Source: an optimization exercise on an open RTL-to-GDS flow (aim: small area, a short achievable clock period and few clock cycles). Production flows keep margins and buffers that such runs may drop.
At most, simulation tests tie the RTL to the original design; equivalence was not proved.
Power is estimated from default activity; no workload was simulated.

==> flow/design.v (excerpt) <==
module reuleaux(input logic clk, input logic rst_n, input logic [2:0] colour,
                input logic [7:0] centre_x, input logic [6:0] centre_y, input logic [7:0] diameter,
                input logic start, output logic done,
                output logic [7:0] vga_x, output logic [6:0] vga_y,
                output logic [2:0] vga_colour, output logic vga_plot);
Size in the first run: roughly 1100 cells after synthesis, roughly 100 flip-flops, roughly 49 I/O pins, about 9300 µm² of cells after synthesis.
==> module reuleaux, before the edit <==
module reuleaux(input logic clk, input logic rst_n, input logic [2:0] colour,
                input logic [7:0] centre_x, input logic [6:0] centre_y, input logic [7:0] diameter,
                input logic start, output logic done,
                output logic [7:0] vga_x, output logic [6:0] vga_y,
                output logic [2:0] vga_colour, output logic vga_plot);
     localparam logic [159:0] FA = {10'd593, 10'd555, 10'd518, 10'd476, 10'd439, 10'd396, 10'd359, 10'd317,
                                    10'd280, 10'd238, 10'd200, 10'd158, 10'd121, 10'd79, 10'd42, 10'd0};
     localparam logic [95:0]  FB = {6'd36, 6'd34, 6'd32, 6'd26, 6'd24, 6'd22, 6'd21, 6'd19,
                                    6'd17, 6'd15, 6'd9, 6'd7, 6'd5, 6'd4, 6'd2, 6'd0};
     function automatic logic [9:0] fa(input logic [3:0] h);
          fa = 10'(FA >> (10 * h));
     endfunction
     function automatic logic [5:0] fb(input logic [3:0] l);
          fb = 6'(FB >> (6 * l));
     endfunction
     logic [7:0] di2, cx1;
     logic [8:0] cx2;
     always_ff @(posedge clk) begin
          di2 <= 8'(diameter + 8'd1) >> 1;
          cx1 <= centre_x + di2;
          cx2 <= {1'b0, centre_x} - {1'b0, di2};
     end
     logic [7:0] ox, oy;
     logic [9:0] crit;
     logic       ra;           
     logic [8:0] b1;
     logic [7:0] b2, by;
     logic [6:0] cy1;
     logic [1:0] p;            
     logic [1:0] ph;           
     logic       run;
     logic [7:0] xo;
     logic [6:0] yo;
     logic       plot_r;
     wire [8:0] x0 = {1'b0, cx1} - {1'b0, ox};
     wire [8:0] x3 = cx2 + {1'b0, ox};
     wire [8:0] x1 = b1 + {1'b0, oy};
     wire [8:0] x2 = {1'b0, b2} - {1'b0, oy};
     wire [7:0] y0 = {1'b0, cy1} - oy;
     wire [7:0] s12 = by + ox;
     wire [7:0] y12 = ra ? s12 : ~s12;
     function automatic logic onx(input logic [8:0] v);
          onx = !v[8] && !(v[7] && (v[6] || v[5]));
     endfunction
     function automatic logic ony(input logic [7:0] v);
          ony = !v[7] && !(v[6] && v[5] && v[4] && v[3]);
     endfunction
     wire oky0 = ony(y0), oky12 = ra ? ony(s12) : ony(~s12);
     wire [3:0] ok = {onx(x3) & oky0, onx(x2) & oky12, onx(x1) & oky12, onx(x0) & oky0};
     wire [3:0] ge = (p == 2'd0) ? 4'b1111 : (p == 2'd1) ? 4'b1110 :
                     (p == 2'd2) ? 4'b1100 : 4'b1000;
     wire [3:0] v  = ok & ge;
     logic [1:0] sel;
     logic       more;      
     always_comb begin
          sel  = 2'd3;
          more = 1'b0;
          if (v[0]) begin sel = 2'd0; more = v[1] | v[2] | v[3]; end
          else if (v[1]) begin sel = 2'd1; more = v[2] | v[3]; end
          else if (v[2]) begin sel = 2'd2; more = v[3]; end
     end
     logic [7:0] xs;
     logic [6:0] ys;
     always_comb begin
          case (sel)
               2'd0: begin xs = x0[7:0]; ys = y0[6:0]; end
               2'd1: begin xs = x1[7:0]; ys = y12[6:0]; end
               2'd2: begin xs = x2[7:0]; ys = y12[6:0]; end
               default: begin xs = x3[7:0]; ys = y0[6:0]; end
          endcase
     end
     wire       cpos = !crit[9] && (crit != 10'd0);
     wire [7:0] oy1  = oy + 8'd1;
     wire [7:0] oy2  = {oy[7:1] + 7'd1, oy[0]};
     wire [8:0] u    = {1'b0, oy2} - {1'b0, ox};
     wire       last = !u[8] && (u[7:1] != 7'd0 || (cpos && u[0]));
     wire [9:0] cra  = crit + {1'b0, oy1, 1'b1};
     wire [9:0] crb  = crit + {u, 1'b1};
     wire [9:0] fs  = fa(ox[7:4]) + {4'd0, fb(ox[3:0])};
     wire [8:0] q   = {1'b0, ox} + {3'd0, oy[5:0]};
     wire [8:0] a6  = {cy1, 2'b10} + q;
     wire [8:0] a3  = {1'b0, cy1, 1'b0} - q;
     always_ff @(posedge clk) begin
          if (!rst_n || !start) begin
               run <= 1'b0;
               done <= 1'b0;
               plot_r <= 1'b0;
               ph <= 2'd0;
          end else if (run) begin
               plot_r <= |v;
               if (!more && last) begin
                    run <= 1'b0;
                    done <= 1'b1;
               end
          end else begin
               plot_r <= 1'b0;
               if (!done) begin
                    ph <= {ph[0], 1'b1};
                    if (ph[1]) run <= 1'b1;
               end
          end
          if (!run) begin
               if (!ph[0]) begin
                    ox <= diameter;
                    cy1 <= centre_y;
                    b1 <= {1'b0, centre_x};
                    b2 <= centre_x;
               end else if (!ph[1]) begin
                    oy <= {2'd0, fs[9:4]};
               end else begin
                    cy1 <= a6[8:2];
                    by <= (ox == 8'd255) ? ~{1'b0, a6[8:2]} : {a3[8] ^ (ox >= 8'd222), a3[7:1]};
                    oy <= 8'd0;
               end
               crit <= 10'd1 - {2'b0, ox};
               ra <= ox != 8'd255;
               p <= 2'd0;
          end else if (more) begin
               p <= sel + 2'd1;
          end else begin
               p <= 2'd0;
               oy <= oy1;
               crit <= cpos ? crb : cra;
               if (cpos) ox <= ox - 8'd1;
               if (ra && oy1 == di2) begin
                    ra <= 1'b0;
                    b1 <= cx2;
                    b2 <= cx1;
                    by <= ~{1'b0, cy1};
               end
          end
          xo <= xs;
          yo <= ys;
     end
     assign vga_x = xo;
     assign vga_y = yo;
     assign vga_plot = plot_r;
     assign vga_colour = colour;
endmodule
clock: 10.0 ns
lec_check: 0
cap_margin: 20
core_margin: 2
core_utilization: 40
slew_margin: 20
run.sh (not shown) runs the stock make flow with config.mk's settings and CLKGATE_MAP_FILE= SYNTH_SCRIPT=/design/flow/synth_recipe.tcl, a recipe that flattens the netlist after the stock synthesis.
The starting point finished with timing, DRC and antenna clean.
Testbench counts at the start, summed over its fixed seeds: cycles 66,569.
==> next run, changes <==
--- a/flow/design.v
+++ b/flow/design.v
@@ -28,5 +28,5 @@
      logic [6:0] cy1;
      logic [1:0] p;            
-     logic [1:0] ph;           
+     logic       ph;           
      logic       run;
      logic [7:0] xo;
@@ -77,5 +77,5 @@
      wire [9:0] cra  = crit + {1'b0, oy1, 1'b1};
      wire [9:0] crb  = crit + {u, 1'b1};
-     wire [9:0] fs  = fa(ox[7:4]) + {4'd0, fb(ox[3:0])};
+     wire [9:0] fs  = fa(diameter[7:4]) + {4'd0, fb(diameter[3:0])};
      wire [8:0] q   = {1'b0, ox} + {3'd0, oy[5:0]};
      wire [8:0] a6  = {cy1, 2'b10} + q;
@@ -86,5 +86,5 @@
                done <= 1'b0;
                plot_r <= 1'b0;
-               ph <= 2'd0;
+               ph <= 1'b0;
           end else if (run) begin
                plot_r <= |v;
@@ -96,16 +96,15 @@
                plot_r <= 1'b0;
                if (!done) begin
-                    ph <= {ph[0], 1'b1};
-                    if (ph[1]) run <= 1'b1;
+                    ph <= 1'b1;
+                    if (ph) run <= 1'b1;
                end
           end
           if (!run) begin
-               if (!ph[0]) begin
+               if (!ph) begin
                     ox <= diameter;
+                    oy <= {2'd0, fs[9:4]};
                     cy1 <= centre_y;
                     b1 <= {1'b0, centre_x};
                     b2 <= centre_x;
-               end else if (!ph[1]) begin
-                    oy <= {2'd0, fs[9:4]};
                end else begin
                     cy1 <= a6[8:2];
What happened: The changed run finished clean; hold slack is about the same; register-to-register slack gets worse by 0.17 ns; design area shrinks by 1.7%; routed wire length drops by 8.2%; power goes up by 35%; global-route usage decreases by 1.1 points.
Only the layout flow was run in the second run of this note; the RTL was not checked for function there.

* * *

The RTL this note starts from:
==> flow/design.v <==
module reuleaux(input logic clk, input logic rst_n, input logic [2:0] colour,
                input logic [7:0] centre_x, input logic [6:0] centre_y, input logic [7:0] diameter,
                input logic start, output logic done,
                output logic [7:0] vga_x, output logic [6:0] vga_y,
                output logic [2:0] vga_colour, output logic vga_plot);
     function automatic logic [9:0] rca(input logic [9:0] a, input logic [9:0] b, input logic ci);
          logic c;
          c = ci;
          for (int i = 0; i < 10; i++) begin
               rca[i] = a[i] ^ b[i] ^ c;
               c = (a[i] & b[i]) | (a[i] & c) | (b[i] & c);
          end
     endfunction
     localparam logic [159:0] FA = {10'd593, 10'd555, 10'd518, 10'd476, 10'd439, 10'd396, 10'd359, 10'd317,
                                    10'd280, 10'd238, 10'd200, 10'd158, 10'd121, 10'd79, 10'd42, 10'd0};
     localparam logic [95:0]  FB = {6'd36, 6'd34, 6'd32, 6'd26, 6'd24, 6'd22, 6'd21, 6'd19,
                                    6'd17, 6'd15, 6'd9, 6'd7, 6'd5, 6'd4, 6'd2, 6'd0};
     function automatic logic [9:0] fa(input logic [3:0] h);
          fa = 10'(FA >> (10 * h));
     endfunction
     function automatic logic [5:0] fb(input logic [3:0] l);
          fb = 6'(FB >> (6 * l));
     endfunction
     logic [7:0] di2, cx1;
     logic [8:0] cx2;
     always_ff @(posedge clk) begin
          di2 <= 8'(diameter + 8'd1) >> 1;
          cx1 <= centre_x + di2;
          cx2 <= {1'b0, centre_x} - {1'b0, di2};
     end
     logic [7:0] ox, oy;
     logic [9:0] crit;
     logic       ra;           
     logic [8:0] b1;
     logic [7:0] b2, by;
     logic [6:0] cy1;
     logic       w1;           
     logic [1:0] p;            
     logic [1:0] ph;           
     logic       run;
     logic [7:0] xo;
     logic [6:0] yo;
     logic       plot_r;
     wire [8:0] x0 = {1'b0, cx1} - {1'b0, ox};
     wire [9:0] x3 = {cx2[8], cx2} + {2'b0, ox};
     wire [9:0] x1 = {b1[8], b1} + {2'b0, oy};
     wire [8:0] x2 = {1'b0, b2} - {1'b0, oy};
     wire [8:0] y0 = {2'b0, cy1} - {1'b0, oy};
     wire [8:0] s12 = {1'b1, by} + {1'b0, ox};
     wire [7:0] y12 = ra ? s12[7:0] : ~s12[7:0];
     function automatic logic onx(input logic [8:0] v);
          onx = !v[8] && !(v[7] && (v[6] || v[5]));
     endfunction
     function automatic logic ony(input logic [7:0] v);
          ony = !v[7] && !(v[6] && v[5] && v[4] && v[3]);
     endfunction
     wire oky0 = ony(y0[7:0]), oky12 = ra ? ony(s12[7:0]) : ony(~s12[7:0]);
     wire [3:0] ok = {onx(x3[8:0]) & oky0, onx(x2) & oky12, onx(x1[8:0]) & oky12, onx(x0) & oky0};
     wire [3:0] ge = (p == 2'd0) ? 4'b1111 : (p == 2'd1) ? 4'b1110 :
                     (p == 2'd2) ? 4'b1100 : 4'b1000;
     wire [3:0] v  = ok & ge;
     logic [1:0] sel;
     logic       more;      
     always_comb begin
          sel  = 2'd3;
          more = 1'b0;
          if (v[0]) begin sel = 2'd0; more = v[1] | v[2] | v[3]; end
          else if (v[1]) begin sel = 2'd1; more = v[2] | v[3]; end
          else if (v[2]) begin sel = 2'd2; more = v[3]; end
     end
     logic [7:0] xs;
     logic [6:0] ys;
     always_comb begin
          case (sel)
               2'd0: begin xs = x0[7:0]; ys = y0[6:0]; end
               2'd1: begin xs = x1[7:0]; ys = y12[6:0]; end
               2'd2: begin xs = x2[7:0]; ys = y12[6:0]; end
               default: begin xs = x3[7:0]; ys = y0[6:0]; end
          endcase
     end
     wire       cpos = !crit[9] && (crit != 10'd0);
     wire [7:0] oy1  = oy + 8'd1;
     wire [7:0] oy2  = {oy[7:1] + 7'd1, oy[0]};
     wire [8:0] u    = {1'b0, oy2} - {1'b0, ox};
     wire       last = !u[8] && (u[7:1] != 7'd0 || (cpos && u[0]));
     wire [9:0] cra  = crit + {1'b0, oy1, 1'b1};
     wire [9:0] crb  = crit + {u, 1'b1};
     wire [8:0] y12t = ~s12;
     wire yoffb = (y0[8] && (!y12t[8] || y12t[7:0] >= 8'd120)) ||
                  (!y12t[8] && y12t[7:0] >= 8'd120);
     wire yoffa = y0[8] && ox <= 8'd136;
     wire x0hi = !x0[8] && x0[7] && (x0[6] || x0[5]);
     wire finb = !ra && (x2[8] || x0hi || yoffb) &&
                 (x3[9] || (!x1[9] && (x1[8] || (x1[7] && (x1[6] || x1[5])))) || yoffb);
     wire fina = ra && w1 && (x0hi || yoffa) && (x3[9] || yoffa);
     wire fin = fina || finb;
     wire [9:0] fs  = rca(fa(ox[7:4]), {4'd0, fb(ox[3:0])}, 1'b0);
     wire [8:0] q   = 9'(rca({2'd0, ox}, {4'd0, oy[5:0]}, 1'b0));
     wire [9:0] a6  = rca({1'd0, cy1, 2'b10}, {1'd0, b1}, 1'b0);
     wire [8:0] a3  = 9'(rca({2'd0, cy1, 1'b0}, ~{1'd0, b1}, 1'b1));
     always_ff @(posedge clk) begin
          if (!rst_n || !start) begin
               run <= 1'b0;
               done <= 1'b0;
               plot_r <= 1'b0;
               ph <= 2'd0;
          end else if (run) begin
               plot_r <= |v;
               if ((!more && last) || fin) begin
                    run <= 1'b0;
                    done <= 1'b1;
               end
          end else begin
               plot_r <= 1'b0;
               if (!done) begin
                    ph <= ph + 2'd1;
                    if (ph == 2'd3) run <= 1'b1;
               end
          end
          if (!run) begin
               if (ph == 2'd0) begin
                    ox <= diameter;
                    cy1 <= centre_y;
               end else if (ph == 2'd1) begin
                    oy <= {2'd0, fs[9:4]};
               end else if (ph == 2'd2) begin
                    b1 <= q;
               end else begin
                    b1 <= {1'b0, centre_x};
                    b2 <= centre_x;
                    cy1 <= a6[8:2];
                    w1 <= a6[9] && ox < 8'd222;
                    by <= (ox == 8'd255) ? ~{1'b0, a6[8:2]} : {a3[8] ^ (ox >= 8'd222), a3[7:1]};
                    oy <= 8'd0;
               end
               crit <= 10'd1 - {2'b0, ox};
               ra <= ox != 8'd255;
               p <= 2'd0;
          end else if (more) begin
               p <= sel + 2'd1;
          end else begin
               p <= 2'd0;
               oy <= oy1;
               crit <= cpos ? crb : cra;
               if (cpos) ox <= ox - 8'd1;
               if (ra && oy1 == di2) begin
                    ra <= 1'b0;
                    b1 <= cx2;
                    b2 <= cx1;
                    by <= ~{1'b0, cy1};
               end
          end
          xo <= xs;
          yo <= ys;
     end
     assign vga_x = xo;
     assign vga_y = yo;
     assign vga_plot = plot_r;
     assign vga_colour = colour;
endmodule
clock: 10.0 ns
lec_check: 0
abc_area: 1
cap_margin: 20
core_margin: 2
core_utilization: 40
slew_margin: 20
Testbench counts at the start, summed over its fixed seeds: cycles 61,709.
Change:
--- a/flow/design.v
+++ b/flow/design.v
@@ -36,7 +36,6 @@
      logic [6:0] cy1;
      logic       w1;           
      logic [1:0] p;            
-     logic [1:0] ph;           
      logic       run;
      logic [7:0] xo;
      logic [6:0] yo;
@@ -48,6 +47,13 @@
      wire [8:0] y0 = {2'b0, cy1} - {1'b0, oy};
      wire [8:0] s12 = {1'b1, by} + {1'b0, ox};
      wire [7:0] y12 = ra ? s12[7:0] : ~s12[7:0];
+     wire       cpos = !crit[9] && (crit != 10'd0);
+     wire [7:0] oy1  = oy + 8'd1;
+     wire [7:0] oy2  = {oy[7:1] + 7'd1, oy[0]};
+     wire [8:0] u    = {1'b0, oy2} - {1'b0, ox};
+     wire       last = !u[8] && (u[7:1] != 7'd0 || (cpos && u[0]));
+     wire [9:0] cra  = crit + {1'b0, oy1, 1'b1};
+     wire [9:0] crb  = crit + {u, 1'b1};
      function automatic logic onx(input logic [8:0] v);
           onx = !v[8] && !(v[7] && (v[6] || v[5]));
      endfunction
@@ -55,7 +61,9 @@
           ony = !v[7] && !(v[6] && v[5] && v[4] && v[3]);
      endfunction
      wire oky0 = ony(y0[7:0]), oky12 = ra ? ony(s12[7:0]) : ony(~s12[7:0]);
-     wire [3:0] ok = {onx(x3[8:0]) & oky0, onx(x2) & oky12, onx(x1[8:0]) & oky12, onx(x0) & oky0};
+     wire rep12 = !ra && (u == 9'd2);
+     wire rep2  = rep12 || (ra && oy == 8'd0);
+     wire [3:0] ok = {onx(x3[8:0]) & oky0, onx(x2) & oky12 & !rep2, onx(x1[8:0]) & oky12 & !rep12, onx(x0) & oky0};
      wire [3:0] ge = (p == 2'd0) ? 4'b1111 : (p == 2'd1) ? 4'b1110 :
                      (p == 2'd2) ? 4'b1100 : 4'b1000;
      wire [3:0] v  = ok & ge;
@@ -78,13 +86,6 @@
                default: begin xs = x3[7:0]; ys = y0[6:0]; end
           endcase
      end
-     wire       cpos = !crit[9] && (crit != 10'd0);
-     wire [7:0] oy1  = oy + 8'd1;
-     wire [7:0] oy2  = {oy[7:1] + 7'd1, oy[0]};
-     wire [8:0] u    = {1'b0, oy2} - {1'b0, ox};
-     wire       last = !u[8] && (u[7:1] != 7'd0 || (cpos && u[0]));
-     wire [9:0] cra  = crit + {1'b0, oy1, 1'b1};
-     wire [9:0] crb  = crit + {u, 1'b1};
      wire [8:0] y12t = ~s12;
      wire yoffb = (y0[8] && (!y12t[8] || y12t[7:0] >= 8'd120)) ||
                   (!y12t[8] && y12t[7:0] >= 8'd120);
@@ -103,7 +104,6 @@
                run <= 1'b0;
                done <= 1'b0;
                plot_r <= 1'b0;
-               ph <= 2'd0;
           end else if (run) begin
                plot_r <= |v;
                if ((!more && last) || fin) begin
@@ -113,17 +113,16 @@
           end else begin
                plot_r <= 1'b0;
                if (!done) begin
-                    ph <= ph + 2'd1;
-                    if (ph == 2'd3) run <= 1'b1;
+                    if (p == 2'd3) run <= 1'b1;
                end
           end
           if (!run) begin
-               if (ph == 2'd0) begin
+               if (p == 2'd0) begin
                     ox <= diameter;
                     cy1 <= centre_y;
-               end else if (ph == 2'd1) begin
+               end else if (p == 2'd1) begin
                     oy <= {2'd0, fs[9:4]};
-               end else if (ph == 2'd2) begin
+               end else if (p == 2'd2) begin
                     b1 <= q;
                end else begin
                     b1 <= {1'b0, centre_x};
@@ -135,7 +134,7 @@
                end
                crit <= 10'd1 - {2'b0, ox};
                ra <= ox != 8'd255;
-               p <= 2'd0;
+               p <= (rst_n && start && !done) ? p + 2'd1 : 2'd0;
           end else if (more) begin
                p <= sel + 2'd1;
           end else begin
Result: The new run ran to the end with no violations. Via count is about the same. Sequential cell count drops by 2. Cell count drops by 2.2%. Hold slack improves by 0.016 ns. Fmax drops by 7.9%. Wire length drops by 2.2%. Worst setup slack degrades by 0.36 ns. Die area barely changes.
For the second run of this note, only the layout was checked, not whether the RTL still works.

==> afterwards: timing with drivers on the ports <==
How much do the figures lean on ideal ports? The routed layouts below were timed once more, with nothing changed but the port constraints.
Step 1, drivers: a clkbuf_16 drives clk and a buf_2 each remaining input, both assumed.
Step 2 also shifts input and output timing later by t, the mid clock arrival at the registers, as if the neighbouring blocks saw the same clock.
Three values: ideal ports, drivers, drivers and shift; two values: the first two.
| run | t (ns) | slack for setup (ns) | hold WS [ns] | clock arrival spread, ns | worst data-port slew with drivers (ns) |
|---|---|---|---|---|---|
| the first run of note 1 | 0.403 | 5.437 / 5.437 / 5.437 | 0.509 / 0.509 / 0.509 | 0.013 / 0.012 | 0.06 |
| the second run of note 1 | 0.411 | 5.112 / 5.139 / 4.727 | 0.512 / 0.512 / 0.512 | 0.013 / 0.013 | 0.06 |
| the first run of note 2 | 0.404 | 5.795 / 5.795 / 5.795 | 0.493 / 0.493 / 0.493 | 0.013 / 0.013 | 0.06 |
| the second run of note 2 | 0.403 | 5.434 / 5.434 / 5.434 | 0.509 / 0.509 / 0.509 | 0.011 / 0.011 | 0.06 |
After both steps setup and hold are still met in every run listed. The setup slack of the second run of note 1, which loses most, moves by +0.027 ns with the drivers and by -0.385 ns with both steps.
